This design comes from an exercise in tuning for small area, a short achievable clock period and few clock cycles per item on the open sky130 flow, not from production work. The RTL was checked by simulation tests, not by an equivalence proof against the original design.

==> design/flow/design.v <==
module fir_cmem(
   input clk,
   input WEN,                     
   input [5:0] WA,                
   input [15:0] D,                
   input [5:0] RA,                
   output [15:0] Q                
);
   reg [15:0] mem [0:63];
   always @(posedge clk) begin
      if (WEN) begin
         mem[WA] <= D;
      end
   end
   assign Q = mem[RA];
endmodule
module fir_shift_imem (
	input wire clk,
	input wire rstn,
	input wire shift,		 
	input wire [15:0] data_in,
	input wire [5:0] read_addr,	 
	output reg [15:0] data_out	 
);
	reg [15:0] imem[0:63];
	integer i;
	always @(posedge clk or negedge rstn) begin
		if (!rstn) begin
			for (i = 0; i < 64; i = i + 1) begin
				imem[i] <= 16'b0;
			end
		end else begin
			if (shift) begin
				for (i = 63; i > 0; i = i - 1) begin
					imem[i] <= imem[i-1];
				end
				imem[0] <= data_in;
			end
		end
	end
	always @(*) begin
		data_out = imem[read_addr];
	end
endmodule
module fir_alu (
    input clk,
    input rstn,                     
    input mac_en,                   
    input mac_last,                 
    input signed [15:0] x_in,       
    input signed [15:0] cmem_coef,  
    output reg [15:0] y_float       
);
    reg signed [37:0] acc_sum;           
    reg signed [37:0] fx_value;
    localparam SIGN_BIT_POSITION = 15;
    localparam EXPONENT_BITS = 5;
    localparam MANTISSA_BITS = 10;
    localparam EXPONENT_BIAS = 15;
    reg sign_bit;
    reg [4:0] exponent;
    reg [9:0] mantissa;
    reg [37:0] abs_value;
    reg [37:0] shifted_value;
    integer j;
    reg found;  
    always @(posedge clk or negedge rstn) begin
        if (!rstn) begin
            acc_sum <= 0;
            fx_value <= 0;
        end else if (mac_en) begin
	    if (mac_last) begin
		fx_value <= acc_sum + (x_in * cmem_coef);
		acc_sum <= 0;
	    end else begin
		acc_sum <= acc_sum + (x_in * cmem_coef);
	    end
        end
    end
    always @(*) begin
        begin
            sign_bit = 1'b0;
            abs_value = 38'd0;
            exponent = 5'd0;
            found = 1'b0;
            shifted_value = 38'd0;
            mantissa = 10'd0;
            if (fx_value == 0) begin
                y_float = 16'b0;
            end else begin
                sign_bit = fx_value[37];
                abs_value = fx_value[37] ? -fx_value : fx_value;  
                exponent = 0;
                found = 0;  
                for (j = 0; j < 38; j = j + 1) begin
                    if (abs_value[j] == 1'b1) begin
                        exponent = j;  
                        found = 1;
                    end
                end
                shifted_value = abs_value << (38 - exponent);
                mantissa = shifted_value[37:28];  
                exponent = exponent - 20 + 15;
                y_float = {sign_bit, exponent[4:0], mantissa[9:0]};
            end
        end
    end
endmodule
module fir_core(
	input clk,
	input rstn,	 
	input [15:0] din,  
	input valid_in,
	output wire in_ready,  
	input [5:0] caddr, 
	input [15:0] cin,  
	input cload,
	output wire [15:0] dout,  
	output reg valid_out
);
	wire [15:0] Q;			 
	wire [15:0] data_out;		 
	wire [15:0] y_float;		 
	reg  [5:0]  mac_counter;	 
	wire accept;
	reg state;
	localparam IDLE		= 1'b0,	 
		   PROCESS	= 1'b1;	 
	assign in_ready = (state == IDLE);
	assign accept = valid_in && in_ready;
	always @(posedge clk or negedge rstn) begin
		if (!rstn) begin
			mac_counter <= 0;
			valid_out <= 0;
			state <= IDLE;
		end else begin
			valid_out <= 0;
			case (state)
				IDLE: begin
					if (accept) begin
						state <= PROCESS;
						mac_counter <= 0;
					end
				end
				PROCESS: begin
					mac_counter <= mac_counter + 1;
					if (mac_counter == 63) begin
						state <= IDLE;
						valid_out <= 1;
					end
				end
			endcase
		end
	end
	assign dout = y_float;
	fir_cmem u_cmem (
		.clk(clk),
		.WEN(cload),
		.WA(caddr),
		.D(cin),
		.RA(mac_counter),
		.Q(Q)
	);
	fir_shift_imem u_imem (
		.clk(clk),
		.rstn(rstn),
		.shift(accept),
		.data_in(din),
		.read_addr(mac_counter),
		.data_out(data_out)
	);
	fir_alu u_alu (
		.clk(clk),
		.rstn(rstn),
		.mac_en(state == PROCESS),
		.mac_last(mac_counter == 63),
		.x_in(data_out),
		.cmem_coef(Q),
		.y_float(y_float)
	);
endmodule
==> design/flow/run.sh <==
#!/bin/bash
# synth_recipe.tcl (not shown) runs the flow's synth.tcl, then flattens the netlist and writes it again
# the make line also repeats each setting of config.mk as NAME=value (left out here)
make -C /OpenROAD-flow-scripts/flow DESIGN_CONFIG=/design/flow/config.mk WORK_HOME=/design/flow/orfs CLKGATE_MAP_FILE= SYNTH_SCRIPT=/design/flow/synth_recipe.tcl finish
==> design/flow/config.mk <==
export PLATFORM = sky130hd
export DESIGN_NAME = fir_core
export DESIGN_NICKNAME = fir_core
export VERILOG_FILES = /design/flow/design.v
export SDC_FILE = /design/flow/constraint.sdc
export NUM_CORES = 4
export LEC_CHECK = 0
export CAP_MARGIN = 20
export CORE_MARGIN = 2
export CORE_UTILIZATION = 40
export SLEW_MARGIN = 20
==> design/flow/constraint.sdc <==
create_clock -name core_clock -period 15.0 [get_ports {clk}]
set_input_delay 3.0000 -clock core_clock [delete_from_list [all_inputs] [get_ports {clk}]]
set_output_delay 3.0000 -clock core_clock [all_outputs]
set_load 0.01 [all_outputs]
==> results.json <==
{
  "run_status": "timing/DRC/antenna clean",
  "gr-total-overflow": 0,
  "final-hold-violation-count": 0,
  "die_area_sq_um": 261000,
  "final.period_utilization_pct": 88.9,
  "cts-buffers-inserted": 216,
  "finalNonFillerCells": 12600,
  "die-height_um": 511,
  "global_route.usage.met3_pct": 5.79,
  "area_growth_pct": 12.1,
  "crit_path_max_incr_delay_ns": 0.99,
  "crit_family": "adder cells",
  "initial_utilization_pct": 40.3,
  "worst-endpoint-arrival_ns": 14.08,
  "post_synthesis_average_cell_area_sq_um": 11.3,
  "detail_route.vias_per_cell": 5.78,
  "number_of_h_tree_levels": 4,
  "worstSetupPathType": "register to register",
  "routed_wirelength_um": 319000,
  "grt_antenna_before_repair": 13,
  "synthDominantCellAreaShare_pct": 30.0,
  "max_clock_freq_mhz": 75.0,
  "yosysSeqAreaShare_pct": 57.0,
  "floorplan.die.width_um": 511,
  "rr_worst_depth": 43,
  "worst_setup_hold_path_clk_slew_ns": 0.06,
  "postCtsSetupRepairBufs": 0,
  "critPathLaunchType": "register",
  "hpwl_um": 204000,
  "final-setup-viol-count": 0,
  "r2r_setup_slack_ns": 1.66,
  "cpMaxStageDelayCell": "dfrtp_4",
  "synth-warning-count": 5,
  "portBuffers": 59,
  "synth_top_cell_by_area": "edfxtp_1",
  "routed-via-count": 73000,
  "detail_route.wl_per_cell_um": 25.3,
  "syn_area_sq_um": 103000,
  "rsz0062_at_grt": "no",
  "fin_tns_setup_ns": 0,
  "final_period_minus_worst_setup_slack_ns": 13.34,
  "final_net_count": 9517,
  "ys_dominant_reg_cell": "dfrtp_1",
  "cts_root_buffer": "clkbuf_16",
  "count_of_buffer_and_inverter_cells_on_the_critical_path": 7,
  "relSlewSlack_pct": 22.8,
  "wire_length_of_the_first_global_routing_pass_um": 474000,
  "data_required_time_of_the_worst_path_ns": 15.74,
  "remaining_drc_errors": 0,
  "clock-sinks": 2132,
  "grt_max_degree": 228,
  "first_global_vias": 70900,
  "syn-num-nets": 9506,
  "path_length_in_cells_of_the_critical_path": 43,
  "cts_hold_buf": 0,
  "post_route_ant_nets": 0,
  "met1_usage_pct": 34.1,
  "dr.first_iter.drc_count": 10300,
  "number_of_cells_traversed_by_the_worst_hold_path": 2,
  "final_core_util_pct": 45.2,
  "most_used_routing_layer": "met2",
  "worstHoldPathType": "register to register",
  "clock_latency_ns": 0.89,
  "worstPathMaxFanout": 41,
  "boundaryPins": 60,
  "worst-slew-pin-transition_ns": 1.16,
  "cts-root-to-sink-buffers": 3,
  "post_synth_num_cell_types": 108,
  "standard_cell_rows": 185,
  "post_cts_resized": 0,
  "ys_async_sr_fraction_pct": 52.0,
  "numPlacedInstances": 12200,
  "synth_area_leaders": "edfxtp_1, dfrtp_1, nand2_1",
  "grt_util_all_layers_pct": 24.3,
  "drv_slew": 0,
  "core_region_area_sq_um": 255000,
  "cp-end-kind": "register",
  "gp_congestion": 0.962,
  "first_pass_detailed_route_iteration_total": 8,
  "fin_worst_skew_ns": 0.0883,
  "synth-seq-cells": 2132,
  "cap_violations": 0,
  "tritoncts_clock_tree": "yes",
  "share_of_cells_above_drive_strength_1_pct": 13.2,
  "gate_count_of_the_mapped_netlist": 9073,
  "groute.layer.met2.usage_pct": 36.3,
  "synth-edff-count": 1024
}
layout by cell type (no fill, tap or decap), types with 42 or more instances in the layout:
cell,instances
a21oi_1,93
a221oi_1,98
a22o_1,102
a22oi_1,289
buf_4,248
clkbuf_1,45
clkbuf_16,217
clkdlybuf4s50_1,42
dfrtp_1,1102
edfxtp_1,1024
fa_1,264
ha_1,126
inv_1,327
mux2i_1,45
mux4_2,339
nand2_1,3289
nand3_1,79
nand4_1,90
nor2_1,271
nor2_2,81
nor3_1,46
o21ai_0,119
or2_2,93
xnor2_1,70
path summary, 6_finish.rpt:
| check | from | end |
|---|---|---|
| hold / removal | u_imem.imem[60][15] | u_imem.imem[61][15] |
| max in group asynchronous | rstn | u_alu.acc_sum[28] |
| min in group asynchronous | rstn | u_imem.imem[21][4] |
| setup reg to reg | mac_counter[0] | u_alu.acc_sum[37] |
| hold reg to reg | u_imem.imem[60][15] | u_imem.imem[61][15] |
| setup / recovery | mac_counter[0] | u_alu.acc_sum[37] |
per-stage QoR:
| step | hold WS (ns) | area (sq um) | setup WS, ns |
|---|---|---|---|
| 3_5_place_dp | 0.471 | 108000 | 1.68 |
| 6_report | 0.446 | 115000 | 1.66 |
| 5_1_grt | 0.493 | 115000 | 0.716 |
| 3_3_place_gp | 0.462 | 108000 | 1.41 |
| 2_1_floorplan | 0.446 | 103000 | 0.922 |
| 4_1_cts | 0.442 | 115000 | 1.65 |
state kept, by name, summed over array words and instances, names as in the netlist:
name and cells:
mac_counter 6, state 1, u_alu.acc_sum 38, u_alu.fx_value 38
u_cmem.mem 1024, u_imem.imem 1024, valid_out 1
cells by family (layout without fill, tap and decap cells):
group	count (synthesis)	count (layout)	synth area share, %
and+or+nand+nor	4151	4151	16.4
DFF	2132	2132	57.0
buffers and inverters	849	1041	3.24
xor gates and xnor gates	114	114	0.995
other	0	8	0
muxes	414	414	8.20
AOI/OAI and AO/OA	1022	1022	7.51
adders and majority gates	391	391	6.70
final cells by class:
class	instances	area (sq um)
clock buffer	288	5960
clock inverter	111	1340
antenna	8	20.0
tap	3366	4210
sequential	2132	58500
timing repair buffer	312	2620
inverter	330	1240
fill	23000	140000
multi-input combinational	6092	41200
Yosys cell counts, types with 16 or more instances:
cell type and count:
nor2_1 365, a22oi_1 289, dfrtp_1 1108, and2_1 19
a21oi_1 93, nor4_1 40, nand2_1 3290, a22o_1 102
a222oi_1 16, a221oi_1 98, o2bb2ai_1 39, clkbuf_1 428
edfxtp_1 1024, nor3_1 48, nand4_1 90, mux2i_1 52
xor2_1 41, mux4_2 339, fa_1 264, buf_2 17
o31ai_1 17, inv_1 328, a21o_1 28, a211oi_1 21
o21ai_0 125, ha_1 127, buf_1 57, xnor2_1 70
mux2_2 22, or2_2 93, nand3_1 79, nand2b_1 40
or3_1 21
worst min-delay path, stage by stage, from the launching register on:
cell and delay [ns]:
dfrtp_1 0.39, nand2_1 0.06, nand2_1 0.05
metal layers:
layer	wire (um)	vias to the layer above
met3	32100	795
met1	132000	36900
met2	140000	3720
met5	80	-
li1	-	31500
met4	15000	14
Testbench counts, summed over its fixed seeds: cycles 133,128, items 2,048.

-- port drivers added, routing unchanged --
The flow's constraints put no driver on any port. The routed layout listed below was extracted and timed again, unchanged, in two steps. Step 1, drivers: a clkbuf_16 drives clk and a buf_2 each remaining input, both assumed. Step 2 adds t to the input delays and takes it off the output delays; t is the mean of the earliest and latest rising clock arrival at the registers after step 1. Input paths then give back, and output paths get back, about the clock's delay inside the block. Slacks: no drivers / after step 1 / after step 2; pairs: no drivers / after step 1.
t, ns: 0.939
setup WS [ns]: 1.663 / 1.663 / 1.663
worst register clock-pin slew, ns: 0.07 / 0.07
After both steps this run still meets setup and hold. The setup slack of this run moves by 0.000 ns with the drivers and by 0.000 ns with both steps.
